From an optimization exercise on the open Yosys and OpenROAD flow, aimed at small area and a short achievable clock period; shortcuts taken in it are not production practice. Function was checked by simulation only, so behaviour that the tests miss may differ from the original. The clock input has no modelled driver; a real chip could not lean on it and would need a root buffer or a full tree. No activity file was given, so power comes from the tool's default toggle rates.

Setup of lane 1:
Design abcd_output, start of the top module:
module abcd_output
(
	input clk,
	input rstn,
	input rx_pin_in,
	output ch_a_output, ch_b_output, ch_c_output, ch_d_output
);
Size in the first run: ~790 cells after synthesis, roughly 200 flip-flops, about 7 I/O pins.
Settings: LEC_CHECK=0, ABC_AREA=1, CAP_MARGIN=0, CORE_MARGIN=2, CORE_UTILIZATION=60, SLEW_MARGIN=0; clock period 110.0 ns.
standard.sh (not shown) runs the stock make flow with config.mk's settings and CLKGATE_MAP_FILE= SYNTH_SCRIPT=/design/flow/synth_recipe.tcl, a recipe that flattens the netlist after the stock synthesis.
==> flow/flow/run.sh <==
#!/bin/bash
# Own layout flow: the standard ORFS flow with
#  - a stronger area-oriented ABC script for the synthesis's logic mapping
#    (registers are mapped before ABC, so they are the standard synthesis's),
#  - a hand-built clock tree (flow/manual_cts.tcl) and the port-buffer
#    options given in flow/opts.sh.
# Each step's full output goes to a log file in this folder and in orfs/logs.
set -euo pipefail
W=$PWD
rm -rf "$W/scripts_mod"
cp -r "$FLOW_HOME/scripts" "$W/scripts_mod"
cp "$W/flow/abc_area.script" "$W/scripts_mod/abc_area.script"
# clock tree: flow/manual_cts.tcl in place of TritonCTS when MANUAL_CTS is set
cp "$W/flow/manual_cts.tcl" "$W/scripts_mod/manual_cts.tcl"
python3 - "$W/scripts_mod/cts.tcl" <<'PYEOF'
import sys
p = sys.argv[1]
s = open(p).read()
old = "log_cmd clock_tree_synthesis {*}$cts_args"
assert old in s
s = s.replace(old, """if { [env_var_exists_and_non_empty MANUAL_CTS] } {
  source $::env(SCRIPTS_DIR)/manual_cts.tcl
  manual_cts {*}$::env(MANUAL_CTS)
} else {
  log_cmd clock_tree_synthesis {*}$cts_args
}""")
open(p, "w").write(s)
PYEOF
source "$W/flow/opts.sh"
bash "$W/standard.sh" SCRIPTS_DIR="$W/scripts_mod" "${EXTRA_ARGS[@]}" finish > "$W/standard_flow.log" 2>&1
==> flow/flow/opts.sh <==
# make variables passed to standard.sh (they override the ones it sets)
EXTRA_ARGS=(
  "ADDER_MAP_FILE="
  "MANUAL_CTS=8 sky130_fd_sc_hd__clkbuf_16 sky130_fd_sc_hd__clkbuf_16"
  "BUFFER_PORTS_ARGS=-buffer_cell sky130_fd_sc_hd__buf_2"
)
Other scripts of this flow, unchanged in this note and not shown: flow/flow/abc_area.script, flow/flow/manual_cts.tcl
#### Input delta (lane 2 over lane 1)
- changing CAP_MARGIN from 0 to 20
- changing SLEW_MARGIN from 0 to 20
- setting GPL_TIMING_DRIVEN to 0 for the first time
[summary]
Lane 2 completed every stage of the flow, and the final layout passed the timing, design-rule and antenna checks.
Where worst setup slack is concerned, lane 1 is outperformed by lane 2.
Side by side, layout overhead on the synthesized area turned out higher in lane 2 than in lane 1.
Comparing lane 2 against lane 1, there is no change at all in global route total overflow.
The inputs of lane 3 differ from those of lane 2 as listed below.
- GPL_TIMING_DRIVEN no longer set, was 0
==> flow/flow/opts.sh <==
# make variables passed to standard.sh (they override the ones it sets)
EXTRA_ARGS=(
  "ADDER_MAP_FILE="
  "MANUAL_CTS=16 sky130_fd_sc_hd__clkbuf_8 sky130_fd_sc_hd__clkbuf_16"
  "BUFFER_PORTS_ARGS=-buffer_cell sky130_fd_sc_hd__buf_2"
)
Notes after the runs:
Side by side, via count of the first global-routing pass turned out higher in lane 3 than in lane 2. In lane 3 the clock network power turned out about 2% higher than in lane 2. In terms of share of the core filled with cells in the final layout, lane 3 and lane 2 differ only marginally. For effective utilization at floorplan, lane 2 and lane 3 come out practically identical. In the tables for lane 3 and lane 2, area added between synthesis and finish reads higher with lane 2.
In every run of this note, the design's own scripts or RTL, not TritonCTS, make the clock network.


Setup of oak:
abcd_output, a different RTL version from the one above (not shown whole).
Size in the first run: ~880 cells after synthesis, ~7 I/O pins, ~9000 um2 of cells after synthesis.
export LEC_CHECK = 0
export ABC_AREA = 1
export CAP_MARGIN = 20
export CORE_MARGIN = 2
export CORE_UTILIZATION = 85
export SLEW_MARGIN = 20
create_clock -name core_clock -period 110.0 [get_ports {clk}]
==> flow/flow/run.sh <==
#!/bin/bash
# Own layout flow: the standard ORFS flow with
#  - a stronger area-oriented ABC script for the synthesis's logic mapping
#    (registers are mapped before ABC, so they are the standard synthesis's),
#  - the CTS and port-buffer options given in flow/opts.sh.
# Each step's full output goes to a log file in this folder and in orfs/logs.
set -euo pipefail
W=$PWD
rm -rf "$W/scripts_mod"
cp -r "$FLOW_HOME/scripts" "$W/scripts_mod"
cp "$W/flow/abc_area.script" "$W/scripts_mod/abc_area.script"
source "$W/flow/opts.sh"
bash "$W/standard.sh" SCRIPTS_DIR="$W/scripts_mod" "${EXTRA_ARGS[@]}" finish > "$W/standard_flow.log" 2>&1
==> flow/flow/abc_area.script <==
strash
balance -l;resub -K 6 -l;rewrite -l;resub -K 6 -N 2 -l;refactor -l;resub -K 8 -l;balance -l;resub -K 8 -N 2 -l;rewrite -l;resub -K 10 -l;rewrite -z -l;resub -K 10 -N 2 -l;balance -l;resub -K 12 -l;refactor -z -l;resub -K 12 -N 2 -l;rewrite -z -l;balance -l
&get -n
&dch -f
&nf -a -p -R 1000
&put
==> flow/flow/opts.sh <==
# make variables passed to standard.sh (they override the ones it sets)
EXTRA_ARGS=(
  "ADDER_MAP_FILE="
  "CTS_ARGS=-sink_clustering_enable -repair_clock_nets -buf_list sky130_fd_sc_hd__clkbuf_8 -root_buf sky130_fd_sc_hd__clkbuf_16 -sink_clustering_size 20 -sink_clustering_max_diameter 60 -dont_use_dummy_load"
  "BUFFER_PORTS_ARGS=-buffer_cell sky130_fd_sc_hd__buf_2"
)
oak | stages: all done | timing, DRC, antenna: all pass
Input changes introduced in pine (baseline for comparison: oak):
Settings: CORE_UTILIZATION changed from 85 to 60.
==> flow/flow/opts.sh <==
# make variables passed to standard.sh (they override the ones it sets)
EXTRA_ARGS=(
  "ADDER_MAP_FILE="
  "CTS_ARGS=-sink_clustering_enable -repair_clock_nets -buf_list sky130_fd_sc_hd__clkbuf_8 -root_buf sky130_fd_sc_hd__clkbuf_16 -sink_clustering_size 30 -sink_clustering_max_diameter 100 -dont_use_dummy_load"
  "BUFFER_PORTS_ARGS=-buffer_cell sky130_fd_sc_hd__buf_2"
)
--- outcome ---
Summary of pine over oak: final clock period utilization by the worst path stayed essentially flat, relative contribution of combinational cells to total power fell by 0.2 points, final critical path time including I/O delays and setup fell by 0.13 ns.
Changes in birch relative to pine:
==> flow/flow/opts.sh <==
# make variables passed to standard.sh (they override the ones it sets)
EXTRA_ARGS=(
  "ADDER_MAP_FILE="
  "CTS_ARGS=-sink_clustering_enable -repair_clock_nets -buf_list sky130_fd_sc_hd__clkbuf_8 -root_buf sky130_fd_sc_hd__clkbuf_16 -sink_clustering_size 20 -sink_clustering_max_diameter 60 -dont_use_dummy_load"
  "BUFFER_PORTS_ARGS=-buffer_cell sky130_fd_sc_hd__buf_2"
)
Results
From birch to pine, number of antenna cells inserted did not move at all. Fmax came out exactly the same in pine and birch. Sequential area share after synthesis: birch vs pine identical.
Inputs modified between birch and maple:
==> flow/flow/opts.sh <==
EXTRA_ARGS=(
  "ADDER_MAP_FILE="
  "CTS_ARGS=-sink_clustering_enable -repair_clock_nets -buf_list sky130_fd_sc_hd__clkbuf_16 -root_buf sky130_fd_sc_hd__clkbuf_16 -sink_clustering_size 50 -sink_clustering_max_diameter 300 -dont_use_dummy_load"
  "BUFFER_PORTS_ARGS=-buffer_cell sky130_fd_sc_hd__buf_2"
)
[summary]
- The final clock skew number comes out lower for maple vs birch.
- Changes observed in maple relative to birch: global routing usage summed across all routing layers higher, area of all placed cells without fillers higher, detailed-route via count higher, wire length on met3 higher, wire length after detailed routing higher.
- maple reached the end of the flow, and the finished layout is clean on the timing, design-rule and antenna checks.

what the ideal ports hide:
How much do the figures lean on ideal ports? The routed layouts below were timed once more, with nothing changed but the port constraints. Step 1 sets driving cells, clkbuf_16 on the clock port and buf_2 on the other inputs (assumed; they add their load-dependent delay and slew). Step 2 adds t to the input delays and takes it off the output delays; t is the mean of the earliest and latest rising clock arrival at the registers after step 1. Input paths then give back, and output paths get back, about the clock's delay inside the block. Slacks: ideal / step 1 / step 2; pairs: ideal / step 1.
run	t, ns	slack for setup (ns)	hold WS [ns]	worst setup path after step 2
lane 1	0.413	87.078 / 87.040 / 87.453	0.352 / 0.352 / 0.352	register to output
lane 2	0.409	87.096 / 87.059 / 87.468	0.350 / 0.350 / 0.350	register to output
lane 3	0.426	87.067 / 87.029 / 87.455	0.344 / 0.344 / 0.344	register to output
oak	0.427	86.967 / 86.965 / 86.538	0.369 / 0.369 / 0.369	input, reset recovery
pine	0.421	87.097 / 87.050 / 86.798	0.344 / 0.344 / 0.344	input, reset recovery
birch	0.421	87.097 / 87.050 / 86.798	0.344 / 0.344 / 0.344	input, reset recovery
maple	0.469	87.062 / 87.014 / 86.802	0.356 / 0.356 / 0.356	input, reset recovery
After both steps every run listed still meets setup and hold. For oak, which loses most, drivers alone change the setup slack by -0.002 ns; drivers and shift together by -0.429 ns. The worst setup slack also covers recovery checks on asynchronous resets.
